Background: an optimization exercise with open tools, aiming at small area and a short achievable clock period. Do not read the settings as production practice. In this exercise RTL edits were held to simulation tests only and were not proved equivalent to the original. Power is estimated from default activity; no workload was simulated.

<file path="flow/design.v">
module PC (
    input rst,
    input clk,
    input En,
    input [31:0] PCNext,
    output reg [31:0] PC
);
  always @(posedge clk) begin
    if (rst) begin
      PC <= 32'b0;
    end else if (En == 1'b1) begin
      PC <= PCNext;
    end else begin
      PC <= PC;
    end
  end
endmodule
module cla_4_bit (
    input [3:0] A,
    input [3:0] B,
    input Cin,
    output [3:0] S,
    output Cout
);
  wire G[3:0], P[3:0];
  wire C[3:0];
  assign G[0] = A[0] & B[0];
  assign G[1] = A[1] & B[1];
  assign G[2] = A[2] & B[2];
  assign G[3] = A[3] & B[3];
  assign P[0] = A[0] | B[0];
  assign P[1] = A[1] | B[1];
  assign P[2] = A[2] | B[2];
  assign P[3] = A[3] | B[3];
  assign C[0] = Cin;
  assign C[1] = G[0] | (P[0] & Cin);
  assign C[2] = G[1] | (P[1] & (G[0] | (P[0] & Cin)));
  assign C[3] = G[2] | (P[2] & (G[1] | (P[1] & (G[0] | (P[0] & Cin)))));
  assign Cout = G[3] | (P[3] & (G[2] | (P[2] & (G[1] | (P[1] & (G[0] | (P[0] & Cin)))))));
  assign S[0] = A[0] ^ B[0] ^ C[0];
  assign S[1] = A[1] ^ B[1] ^ C[1];
  assign S[2] = A[2] ^ B[2] ^ C[2];
  assign S[3] = A[3] ^ B[3] ^ C[3];
endmodule
module cla_32_bit (
    input [31:0] A,
    input [31:0] B,
    input Cin,
    output [31:0] S,
    output Cout
);
  wire [3:0] S_in[0:7];
  wire [3:0] Co  [0:7];
  cla_4_bit F0 (
      .A(A[3:0]),
      .B(B[3:0]),
      .Cin(Cin),
      .S(S_in[0]),
      .Cout(Co[0])
  );
  cla_4_bit F1 (
      .A(A[7:4]),
      .B(B[7:4]),
      .Cin(Co[0]),
      .S(S_in[1]),
      .Cout(Co[1])
  );
  cla_4_bit F2 (
      .A(A[11:8]),
      .B(B[11:8]),
      .Cin(Co[1]),
      .S(S_in[2]),
      .Cout(Co[2])
  );
  cla_4_bit F3 (
      .A(A[15:12]),
      .B(B[15:12]),
      .Cin(Co[2]),
      .S(S_in[3]),
      .Cout(Co[3])
  );
  cla_4_bit F4 (
      .A(A[19:16]),
      .B(B[19:16]),
      .Cin(Co[3]),
      .S(S_in[4]),
      .Cout(Co[4])
  );
  cla_4_bit F5 (
      .A(A[23:20]),
      .B(B[23:20]),
      .Cin(Co[4]),
      .S(S_in[5]),
      .Cout(Co[5])
  );
  cla_4_bit F6 (
      .A(A[27:24]),
      .B(B[27:24]),
      .Cin(Co[5]),
      .S(S_in[6]),
      .Cout(Co[6])
  );
  cla_4_bit F7 (
      .A(A[31:28]),
      .B(B[31:28]),
      .Cin(Co[6]),
      .S(S_in[7]),
      .Cout(Co[7])
  );
  assign Cout = Co[7];
  assign S = {S_in[7], S_in[6], S_in[5], S_in[4], S_in[3], S_in[2], S_in[1], S_in[0]};
endmodule
module alu (
    input [31:0] A,
    input [31:0] B,
    input [2:0] ALUControl,
    output [31:0] Result,
    output Zero
);
  wire [31:0] a_and_b;
  wire [31:0] a_or_b;
  wire [31:0] not_b;
  wire [31:0] sum;
  reg [31:0] mux_1, mux_2;
  wire Cout;
  assign a_and_b = A & B;
  assign a_or_b  = A | B;
  assign not_b   = ~B;
  assign mux_1   = (ALUControl[2] == 0) ? B : not_b;
  cla_32_bit ADDER (
      .A(A),
      .B(mux_1),
      .Cin(ALUControl[2]),
      .Cout(Cout),
      .S(sum)
  );
  assign mux_2 = (ALUControl[1:0] == 2'b00) ? a_and_b : 
             (ALUControl[1:0] == 2'b01) ? a_or_b : 
             (ALUControl[1:0] == 2'b10) ? sum : 
             (ALUControl[1:0] == 2'b11) ? {31'b0, sum[31]} : {32'b0};
  assign Result = mux_2;
  assign Zero = &(~Result);
endmodule
module alu_decoder (
    input  [5:0] Funct,
    input  [1:0] ALUOp,
    output [2:0] ALUControl
);
  assign ALUControl = (ALUOp == 2'b00) ? 3'b010: 
                    (ALUOp[0] == 1'b1) ? 3'b110:
                    ((ALUOp[1] == 1'b1) & (Funct == 6'b100000)) ? 3'b010:
                    ((ALUOp[1] == 1'b1) & (Funct == 6'b100010)) ? 3'b110:
                    ((ALUOp[1] == 1'b1) & (Funct == 6'b100100)) ? 3'b000:
                    ((ALUOp[1] == 1'b1) & (Funct == 6'b100101)) ? 3'b001:
                    ((ALUOp[1] == 1'b1) & (Funct == 6'b101010)) ? 3'b111: 3'b000;
endmodule
module main_decoder (
    input [5:0] Opcode,
    output MemtoReg,
    output MemWrite,
    output Branch,
    ALUSrc,
    RegDst,
    RegWrite,
    output [1:0] ALUOp
);
  assign RegWrite = ((Opcode == 6'b000000) || (Opcode == 6'b100011)) ? 1'b1 : 1'b0;
  assign MemWrite = (Opcode == 6'b101011) ? 1'b1 : 1'b0;
  assign ALUSrc = ((Opcode == 6'b101011) || (Opcode == 6'b100011)) ? 1'b1 : 1'b0;
  assign Branch = (Opcode == 6'b000100) ? 1'b1 : 1'b0;
  assign RegDst = (Opcode == 6'b000000) ? 1'b1 : 1'b0;
  assign MemtoReg = (Opcode == 6'b100011) ? 1'b1 : 1'b0;
  assign ALUOp = (Opcode == 6'b000000) ? 2'b10 : (Opcode == 6'b000100) ? 2'b01 : 2'b00;
endmodule
module control_unit (
    input [5:0] Opcode,
    input [5:0] Funct,
    output MemtoReg,
    MemWrite,
    Branch,
    ALUSrc,
    RegDst,
    RegWrite,
    output [2:0] ALUControl
);
  wire [1:0] ALUOp;
  main_decoder MAIN_DECODER (
      .Opcode(Opcode),
      .MemtoReg(MemtoReg),
      .MemWrite(MemWrite),
      .Branch(Branch),
      .ALUSrc(ALUSrc),
      .RegDst(RegDst),
      .RegWrite(RegWrite),
      .ALUOp(ALUOp)
  );
  alu_decoder ALU_DECODER (
      .Funct(Funct),
      .ALUOp(ALUOp),
      .ALUControl(ALUControl)
  );
endmodule
module sign_extend (
    input  [15:0] sign_in,
    output [31:0] SignImm
);
  assign SignImm = {{16{sign_in[15]}}, sign_in};
endmodule
module register_file (
    input clk,
    input rst,
    input [4:0] A1,
    A2,
    A3,
    input [31:0] WD3,
    output [31:0] RD1,
    RD2,
    input WE3
);
  reg [31:0] Registers[31:0];
  assign RD1 = (rst == 1'b1) ? 32'b0 : Registers[A1];
  assign RD2 = (rst == 1'b1) ? 32'b0 : Registers[A2];
  integer i;
  always @(posedge clk) begin
    if (rst) begin
      for (i = 0; i < 32; i = i + 1) begin
        Registers[i] = 32'd0;
      end
    end else if (WE3) begin
      Registers[A3] <= WD3;
    end
  end
endmodule
module fetch_cycle (
    input clk,
    input rst,
    input PCSrcM,
    input StallD,
    input StallF,
    input [31:0] PCBranchM,
    input [31:0] InstrF,
    output [31:0] PCF,
    output reg [31:0] InstructionD,
    output reg [31:0] PCPlus4D
);
  wire [31:0] PCF_Next;
  wire [31:0] PCPlus4F;
  PC PCIns (
      .En(~StallF),
      .rst(rst),
      .clk(clk),
      .PCNext(PCF_Next),
      .PC(PCF)
  );
  assign PCF_Next = (PCSrcM == 1) ? PCBranchM : PCPlus4F;
  assign PCPlus4F = (PCF + 32'd4);
  always @(posedge clk) begin
    if (rst) begin
      InstructionD <= 0;
      PCPlus4D <= 0;
    end else begin
      if (StallD == 1'b1) begin
        PCPlus4D <= PCPlus4D;
        InstructionD <= InstructionD;
      end else begin
        PCPlus4D <= PCPlus4F;
        InstructionD <= InstrF;
      end
    end
  end
endmodule
module decode_cycle (
    input clk,
    input rst,
    input RegWriteW,
    input [31:0] ResultW,
    input [31:0] PCPlus4D,
    input [4:0] WriteRegW,
    input [31:0] InstructionD,
    input FlushE,
    output reg [31:0] PCPlus4E,
    output reg [31:0] SignImmE,
    output reg [31:0] RD1E,
    output reg [31:0] RD2E,
    output reg [4:0] RtE,
    RdE,
    RsE,
    output reg RegWriteE,
    MemtoRegE,
    MemWriteE,
    BranchE,
    ALUSrcE,
    RegDstE,
    output reg [2:0] ALUControlE,
    output [4:0] RsD,
    RtD
);
  wire [31:0] RD1D, RD2D;
  wire [31:0] SignImmD;
  wire RegWriteD, MemtoRegD, MemWriteD, BranchD, ALUSrcD, RegDstD;
  wire [2:0] ALUControlD;
  register_file RF (
      .clk(clk),
      .rst(rst),
      .A1 (InstructionD[25:21]),
      .A2 (InstructionD[20:16]),
      .A3 (WriteRegW),
      .WD3(ResultW),
      .RD1(RD1D),
      .RD2(RD2D),
      .WE3(RegWriteW)
  );
  sign_extend SignExtend (
      .sign_in(InstructionD[15:0]),
      .SignImm(SignImmD)
  );
  control_unit CU (
      .Opcode(InstructionD[31:26]),
      .Funct(InstructionD[5:0]),
      .MemtoReg(MemtoRegD),
      .MemWrite(MemWriteD),
      .Branch(BranchD),
      .ALUSrc(ALUSrcD),
      .RegDst(RegDstD),
      .RegWrite(RegWriteD),
      .ALUControl(ALUControlD)
  );
  assign RsD = InstructionD[25:21];
  assign RtD = InstructionD[20:16];
  always @(posedge clk) begin
    if (rst) begin
      RtE <= 0;
      RdE <= 0;
      RsE <= 0;
      SignImmE <= 0;
      RD1E <= 0;
      RD2E <= 0;
      PCPlus4E <= 0;
      RegWriteE <= 0;
      MemtoRegE <= 0;
      MemWriteE <= 0;
      BranchE <= 0;
      ALUSrcE <= 0;
      RegDstE <= 0;
      ALUControlE <= 0;
    end else begin
      if (FlushE == 1'b1) begin
        RtE <= 0;
        RdE <= 0;
        RsE <= 0;
        SignImmE <= 0;
        RD1E <= 0;
        RD2E <= 0;
        PCPlus4E <= 0;
        RegWriteE <= 0;
        MemtoRegE <= 0;
        MemWriteE <= 0;
        BranchE <= 0;
        ALUSrcE <= 0;
        RegDstE <= 0;
        ALUControlE <= 0;
      end else begin
        RtE <= InstructionD[20:16];
        RdE <= InstructionD[15:11];
        RsE <= InstructionD[25:21];
        SignImmE <= SignImmD;
        PCPlus4E <= PCPlus4D;
        RD1E <= RD1D;
        RD2E <= RD2D;
        RegWriteE <= RegWriteD;
        MemtoRegE <= MemtoRegD;
        MemWriteE <= MemWriteD;
        BranchE <= BranchD;
        ALUSrcE <= ALUSrcD;
        RegDstE <= RegDstD;
        ALUControlE <= ALUControlD;
      end
    end
  end
endmodule
module hazard_unit (
    input [4:0] WriteRegM,
    WriteRegW,
    input RegWriteM,
    RegWriteW,
    input MemtoRegE,
    input [4:0] RsD,
    RtD,
    RsE,
    RtE,
    output [1:0] ForwardAE,
    ForwardBE,
    output StallF,
    StallD,
    FlushE
);
  assign ForwardAE = ((RsE) != 0 && (RsE == WriteRegM) && RegWriteM)  ? 2'b10  : 
                        ((RsE) !=0 && (RsE == WriteRegW) && RegWriteW) ? 2'b01 :  2'b00;
  assign ForwardBE = ((RtE) != 0 && (RtE == WriteRegM) && RegWriteM)  ? 2'b10  : 
                        ((RtE) !=0 && (RtE == WriteRegW) && RegWriteW) ? 2'b01 :  2'b00;
  wire lwstall;
  assign lwstall = (((RsD == RtE) || (RtD == RtE)) && MemtoRegE) ? 1'b1 : 1'b0;
  assign StallF  = lwstall;
  assign StallD  = lwstall;
  assign FlushE  = lwstall;
endmodule
module execute_cycle (
    input clk,
    input rst,
    input RegWriteE,
    MemtoRegE,
    MemWriteE,
    BranchE,
    ALUSrcE,
    RegDstE,
    input [31:0] ALUInFromM,
    input [31:0] ResultW,
    input [2:0] ALUControlE,
    input [31:0] RD1E,
    RD2E,
    input [1:0] ForwardAE,
    ForwardBE,
    input [4:0] RtE,
    RdE,
    input [31:0] SignImmE,
    input [31:0] PCPlus4E,
    output reg ZeroM,
    output reg [31:0] ALUOutM,
    output reg [31:0] WriteDataM,
    output reg [4:0] WriteRegM,
    output reg [31:0] PCBranchM,
    output reg RegWriteM,
    output reg MemtoRegM,
    output reg MemWriteM,
    output reg BranchM
);
  wire [31:0] _SrcBE, SrcBE, SrcAE;
  wire [31:0] WriteDataE;
  wire [4:0] WriteRegE;
  wire [31:0] PCBranchE;
  wire [31:0] ALUResultE;
  wire ZeroE;
  assign SrcAE = (ForwardAE == 2'b00) ? RD1E : (ForwardAE == 2'b01) ? ResultW : ALUInFromM;
  assign _SrcBE = (ForwardBE == 2'b00) ? RD2E : (ForwardBE == 2'b01) ? ResultW : ALUInFromM;
  assign SrcBE = (ALUSrcE == 1) ? SignImmE : _SrcBE;
  assign WriteDataE = RD2E;
  assign WriteRegE = (RegDstE == 1) ? RdE : RtE;
  assign PCBranchE = (PCPlus4E + (SignImmE << 2));
  alu ALU (
      .A(SrcAE),
      .B(SrcBE),
      .ALUControl(ALUControlE),
      .Result(ALUResultE),
      .Zero(ZeroE)
  );
  always @(posedge clk) begin
    if (rst) begin
      ZeroM <= 0;
      ALUOutM <= 0;
      WriteDataM <= 0;
      WriteRegM <= 0;
      PCBranchM <= 0;
      RegWriteM <= 0;
      MemtoRegM <= 0;
      MemWriteM <= 0;
      BranchM <= 0;
    end else begin
      ZeroM <= ZeroE;
      ALUOutM <= ALUResultE;
      WriteDataM <= WriteDataE;
      WriteRegM <= WriteRegE;
      PCBranchM <= PCBranchE;
      RegWriteM <= RegWriteE;
      MemtoRegM <= MemtoRegE;
      MemWriteM <= MemWriteE;
      BranchM <= BranchE;
    end
  end
endmodule
module memory_cycle (
    input clk,
    input rst,
    input RegWriteM,
    input MemtoRegM,
    input MemWriteM,
    input BranchM,
    input ZeroM,
    input [31:0] ALUOutM,
    input [31:0] WriteDataM,
    input [4:0] WriteRegM,
    input [31:0] ReadDataM,
    output reg RegWriteW,
    output reg MemtoRegW,
    output reg [31:0] ALUOutW,
    output reg [31:0] ReadDataW,
    output reg [4:0] WriteRegW,
    output PCSrcM,
    output [31:0] _ALUOutM
);
  assign PCSrcM = BranchM & ZeroM;
  assign _ALUOutM = ALUOutM;
  always @(posedge clk) begin
    if (rst) begin
      RegWriteW <= 0;
      MemtoRegW <= 0;
      ALUOutW   <= 0;
      ReadDataW <= 0;
      WriteRegW <= 0;
    end else begin
      RegWriteW <= RegWriteM;
      MemtoRegW <= MemtoRegM;
      ALUOutW   <= ALUOutM;
      ReadDataW <= ReadDataM;
      WriteRegW <= WriteRegM;
    end
  end
endmodule
module writeback_cycle (
    input clk,
    rst,
    input MemtoRegW,
    input [31:0] ALUOutW,
    input [31:0] ReadDataW,
    output [31:0] ResultW
);
  assign ResultW = (MemtoRegW == 1) ? ReadDataW : ALUOutW;
endmodule
module pipelined_mips (
    input clk,
    input rst,
    output [31:0] imem_addr,
    input [31:0] imem_rdata,
    output [31:0] dmem_addr,
    output [31:0] dmem_wdata,
    output dmem_we,
    output dmem_re,
    input [31:0] dmem_rdata
);
  wire [31:0] PCBranchM, InstructionD, PCPlus4D;
  wire RegWriteW;
  wire [31:0] ResultW, PCPlus4E, SignImmE, RD2E, RD1E;
  wire [4:0] RtE, RdE, RsE, RsD, RtD;
  wire RegWriteE, MemtoRegE, BranchE, ALUSrcE, RegDstE, MemWriteE;
  wire [2:0] ALUControlE;
  wire ZeroM, RegWriteM, MemtoRegM, MemWriteM, BranchM;
  wire [31:0] ALUOutM, WriteDataM;
  wire [4:0] WriteRegM;
  wire [1:0] ForwardAE, ForwardBE;
  wire [31:0] ALUInFromM;
  wire MemtoRegW, PCSrcM;
  wire [31:0] ALUOutW, ReadDataW;
  wire [4:0] WriteRegW;
  wire StallF, StallD, FlushE;
  wire [31:0] PCF;
  assign imem_addr  = PCF;
  assign dmem_addr  = ALUOutM;
  assign dmem_wdata = WriteDataM;
  assign dmem_we    = MemWriteM;
  assign dmem_re    = MemtoRegM;
  fetch_cycle FetchCycle (
      .clk(clk),
      .rst(rst),
      .StallD(StallD),
      .StallF(StallF),
      .PCSrcM(PCSrcM),
      .PCBranchM(PCBranchM),
      .InstrF(imem_rdata),
      .PCF(PCF),
      .InstructionD(InstructionD),
      .PCPlus4D(PCPlus4D)
  );
  decode_cycle DecodeCycle (
      .clk(clk),
      .rst(rst),
      .RegWriteW(RegWriteW),
      .FlushE(FlushE),
      .ResultW(ResultW),
      .PCPlus4D(PCPlus4D),
      .WriteRegW(WriteRegW),
      .InstructionD(InstructionD),
      .PCPlus4E(PCPlus4E),
      .SignImmE(SignImmE),
      .RD1E(RD1E),
      .RD2E(RD2E),
      .RtE(RtE),
      .RdE(RdE),
      .RsE(RsE),
      .RegWriteE(RegWriteE),
      .MemtoRegE(MemtoRegE),
      .MemWriteE(MemWriteE),
      .BranchE(BranchE),
      .ALUSrcE(ALUSrcE),
      .RegDstE(RegDstE),
      .ALUControlE(ALUControlE),
      .RsD(RsD),
      .RtD(RtD)
  );
  hazard_unit HazardUnit (
      .WriteRegM(WriteRegM),
      .WriteRegW(WriteRegW),
      .RegWriteM(RegWriteM),
      .RegWriteW(RegWriteW),
      .MemtoRegE(MemtoRegE),
      .RsE(RsE),
      .RtE(RtE),
      .RsD(RsD),
      .RtD(RtD),
      .ForwardAE(ForwardAE),
      .ForwardBE(ForwardBE),
      .StallF(StallF),
      .StallD(StallD),
      .FlushE(FlushE)
  );
  execute_cycle ExecuteCycle (
      .clk(clk),
      .rst(rst),
      .PCPlus4E(PCPlus4E),
      .SignImmE(SignImmE),
      .ALUInFromM(ALUInFromM),
      .ResultW(ResultW),
      .ForwardAE(ForwardAE),
      .ForwardBE(ForwardBE),
      .RD1E(RD1E),
      .RD2E(RD2E),
      .RtE(RtE),
      .RdE(RdE),
      .RegWriteE(RegWriteE),
      .MemtoRegE(MemtoRegE),
      .MemWriteE(MemWriteE),
      .BranchE(BranchE),
      .ALUSrcE(ALUSrcE),
      .RegDstE(RegDstE),
      .ALUControlE(ALUControlE),
      .ZeroM(ZeroM),
      .ALUOutM(ALUOutM),
      .WriteDataM(WriteDataM),
      .WriteRegM(WriteRegM),
      .PCBranchM(PCBranchM),
      .RegWriteM(RegWriteM),
      .MemtoRegM(MemtoRegM),
      .MemWriteM(MemWriteM),
      .BranchM(BranchM)
  );
  memory_cycle MemoryCycle (
      .clk(clk),
      .rst(rst),
      .RegWriteM(RegWriteM),
      .MemtoRegM(MemtoRegM),
      .MemWriteM(MemWriteM),
      .BranchM(BranchM),
      .ZeroM(ZeroM),
      .ALUOutM(ALUOutM),
      .WriteDataM(WriteDataM),
      .WriteRegM(WriteRegM),
      .ReadDataM(dmem_rdata),
      .RegWriteW(RegWriteW),
      .MemtoRegW(MemtoRegW),
      .ALUOutW(ALUOutW),
      .ReadDataW(ReadDataW),
      .WriteRegW(WriteRegW),
      .PCSrcM(PCSrcM),
      ._ALUOutM(ALUInFromM)
  );
  writeback_cycle WriteBackCycle (
      .clk(clk),
      .rst(rst),
      .MemtoRegW(MemtoRegW),
      .ALUOutW(ALUOutW),
      .ReadDataW(ReadDataW),
      .ResultW(ResultW)
  );
endmodule
</file>
<file path="flow/run.sh">
#!/bin/bash
# synth_recipe.tcl (not shown) runs the flow's synth.tcl, then flattens the netlist and writes it again
# the make line also repeats each setting of config.mk as NAME=value (left out here)
make -C /OpenROAD-flow-scripts/flow DESIGN_CONFIG=/design/flow/config.mk WORK_HOME=/design/flow/orfs CLKGATE_MAP_FILE= SYNTH_SCRIPT=/design/flow/synth_recipe.tcl finish
</file>
<file path="flow/config.mk">
export PLATFORM = sky130hd
export DESIGN_NAME = pipelined_mips
export DESIGN_NICKNAME = pipelined_mips
export VERILOG_FILES = /design/flow/design.v
export SDC_FILE = /design/flow/constraint.sdc
export NUM_CORES = 4
export LEC_CHECK = 0
export CAP_MARGIN = 20
export CORE_MARGIN = 2
export CORE_UTILIZATION = 40
export PLACE_DENSITY = 0.6
export SLEW_MARGIN = 20
</file>
<file path="flow/constraint.sdc">
create_clock -name core_clock -period 17.0 [get_ports {clk}]
set_input_delay 3.4000 -clock core_clock [delete_from_list [all_inputs] [get_ports {clk}]]
set_output_delay 3.4000 -clock core_clock [all_outputs]
set_load 0.01 [all_outputs]
</file>
==> summary.txt <==
[per-layer routing]
layer  routed length (microns)  share of wire  up-vias
li1                          -              -    19400
met1                     85600           0.36    23700
met2                    112000           0.48     2839
met3                     25000           0.11      602
met4                     12800          0.054        6
met5                        41        0.00017        -
[worst max path at each step]
| stage | endpoint | cells past startpoint | from |
|---|---|---|---|
| finish | ExecuteCycle.ZeroM | 46 | DecodeCycle.RtE[2] |
| global route | ExecuteCycle.ZeroM | 46 | DecodeCycle.RtE[2] |
| CTS | ExecuteCycle.ZeroM | 46 | DecodeCycle.RsE[1] |
| detailed placement | ExecuteCycle.ZeroM | 46 | DecodeCycle.RsE[1] |
| global placement | ExecuteCycle.ZeroM | 46 | DecodeCycle.RsE[1] |
| floorplan | ExecuteCycle.ZeroM | 50 | DecodeCycle.RsE[1] |
[cell usage in the layout (no fill, tap or decap), types with 52 or more instances in the layout]
| master | n |
|---|---|
| a21oi_1 | 134 |
| and3_1 | 91 |
| buf_4 | 173 |
| clkbuf_16 | 168 |
| clkdlybuf4s50_1 | 162 |
| dfxtp_1 | 388 |
| edfxtp_1 | 1024 |
| mux2i_1 | 72 |
| mux4_2 | 640 |
| nand2_1 | 150 |
| nor2_1 | 1305 |
| nor2b_1 | 114 |
| o21ai_0 | 89 |
| xnor2_1 | 58 |
| xor2_1 | 52 |
[kinds of logic (layout without fill, tap and decap cells)]
family,Yosys count,after routing,synth area share
adders and majority gates,82,82,0.0175
xor gates and xnor gates,112,112,0.0143
muxes,744,744,0.222
buffers and inverters,556,664,0.0320
AOI/OAI and AO/OA,427,427,0.0396
other,0,1,0
DFF,1428,1428,0.559
and+or+nand+nor,1881,1881,0.115
[power by group]
part           total, mW  leakage, nW  internal [mW]  switching (mW)
Combinational      0.837         10.0          0.351           0.485
Sequential          3.95         13.9           3.85           0.104
Clock               3.51         2.58           2.07            1.44
Total               8.31         26.5           6.27            2.03
[what timing repair did]
| action | CTS | global route |
|---|---|---|
| hold buffers | 0 | 0 |
| gates resized for setup | 0 | 9 |
| setup endpoints to repair | 0 | 3 |
| buffers inserted | 0 | 1 |
[worst register-to-register path, delay by kind of cell (launching register included)]
family	cells	cell delay, ns
fa+ha+maj	30	13.05
compound gates	6	1.51
simple gates	5	0.97
buf+inv	4	0.41
flops	1	0.31
xor+xnor	1	0.18
[stage by stage]
stage	util	instance area [sq um]
6_report	0.461	79300
5_1_grt	0.461	79300
4_1_cts	0.460	79200
3_5_place_dp	0.430	73900
3_3_place_gp	0.430	73900
2_1_floorplan	-	69500
[state kept, by name (all words and copies together) (netlist names), 11 cells and up]
register	flops
DecodeCycle.PCPlus4E	32
DecodeCycle.RD2E	32
DecodeCycle.SignImmE	11
ExecuteCycle.PCBranchM	32
ExecuteCycle.WriteDataM	32
MemoryCycle.ReadDataW	32
MemoryCycle.ALUOutW	32
FetchCycle.PCPlus4D	32
DecodeCycle.RF.Registers	1024
DecodeCycle.RD1E	32
ExecuteCycle.ALUOutM	32
FetchCycle.InstructionD	32
FetchCycle.PCIns.PC	32
[final cells by class]
class,instances,area (sq um),area share
multi-input combinational,3246,29100,0.367
clock buffer,211,4520,0.0570
inverter,44,166,0.00210
antenna,1,2.50,0.0000316
tap,2310,2890,0.0365
clock inverter,70,753,0.00950
sequential,1428,38900,0.490
timing repair buffer,339,3000,0.0379
==> impl_metrics.ini <==
[synth]
yosysMostFrequentCell = nor2_1
ys_types = 77
yosys.area.top_type = edfxtp_1
synth_top_area_frac = 0.443
synth_seq_cells = 1428
syn_area_sq_um = 69500
netlist_instances = 5230
ys.flop_type = edfxtp_1
ys_seq_area_frac = 0.559
synthesis.nets = 5357
synthTopCellsByArea = edfxtp_1, mux4_2, dfxtp_1
avgSynthCellArea_sq_um = 13.3
yosys_warnings = 10
ys_top_cells_by_count = nor2_1, edfxtp_1, mux4_2
synth_edf_count = 1024
async_flop_share = 0

[layout]
fillers = 15100
nets = 5341
area_delta_synth_final_pct = 14.1
layout.cells.non_filler = 7649
drive_gt1_frac = 0.225

[clock_network]
numCtsBuffers = 155
clock-sinks = 1428
cts_tree = done
cts_max_path_buffers = 3
clk_pin_slew_ns = 0.06
cts_root_buf = clkbuf_16
insertion_delay_ns = 0.81
h-tree-depth = 4

[power]
total_power_mw = 8.31
peakVddDrop_v = 0.0000917
power_density_nw_per_um2 = 105
p_leak_nw = 26.5

[setup_path]
worstPathMaxFanout = 3
reg2reg_slack_ns = 0.48
cp-end-kind = register
critPathRequiredTime_ns = 17.71
path_delay_family = adder cells
crit_type = reg2reg
crit-reg2reg-capture = ExecuteCycle.ZeroM
r2r-start = DecodeCycle.RtE[2]
crit_buf_inv = 4
crit_top_cell = fa_1
arrival_ns = 17.23
ff2ff_path_depth = 46
slowest_stage = or4_4
startpoint_type = register
cp_slowest_stage_delay_ns = 0.58

[drt]
viasPerCell = 6.08
drc = 0
drt-initial-drc-count = 5895
num_vias = 46500
final_antenna_net_count = 0
wl_per_cell_microns = 30.8
wirelength_microns = 236000
drt_pass1_iterations = 8

[global_routing]
antenna_found_initial = 4
grt.met1_usage = 0.337
grtUsageMet2 = 0.431
grtUsageTotal = 0.267
grt_max_degree = 183
met3_usage = 0.0631
grt_pass1_wl_microns = 337000
grt_pass1_vias = 46600
grt-busiest-layer = met2
grt_overflow = 0

[sta]
whs_ns = 0.435
period_share = 0.972
hold_viol_final = 0
maxSlewHeadroom = 0.214
max_freq_ghz = 0.0605
worst_pin_slew_ns = 1.18
setup_violations = 0
finalMaxSlewViolations = 0
min_period_ns = 16.52
fin_ws_ns = 0.479
setup_tns_ns = 0
clock_skew_ns = 0.0377
rsz0062_at_grt = false

[min_path]
hold-path-endpoint = ExecuteCycle.PCBranchM[0]
hold_depth = 1
hold_class = reg2reg
min_from = DecodeCycle.PCPlus4E[0]

[floorplanning]
die_w_microns = 421
io_pins = 164
dieArea_sq_um = 177000
fp.dieH_microns = 421
num_rows = 152
core-area_sq_um = 172000
start_util = 0.404

[placed_design]
dp_slack_ns = 0.0317
io_buffers = 163
gp_congestion = 0.881
place_inst = 7365
dpl.hpwl_microns = 140000

[flow_run]
cap_violations = 0

[run_status]
status = complete, no violations

-- afterwards: timing with drivers on the ports --
No port has a modelled driver above. Below, the same layout with a new extraction and two added sets of constraints. Step 1 assumes that a clkbuf_16 drives the clock port and a buf_2 every other input. Step 2 also shifts input and output timing later by t, the mid clock arrival at the registers, as if the neighbouring blocks saw the same clock. a / b / c = ideal / step 1 / step 2; a / b = the first two.
shift t [ns]: 0.875
slack for setup (ns): 0.479 / 0.479 / 0.479
cell pins on the clock port's net: 1
After both steps this run still meets setup and hold. The setup slack of this run moves by 0.000 ns with the drivers and by 0.000 ns with both steps.
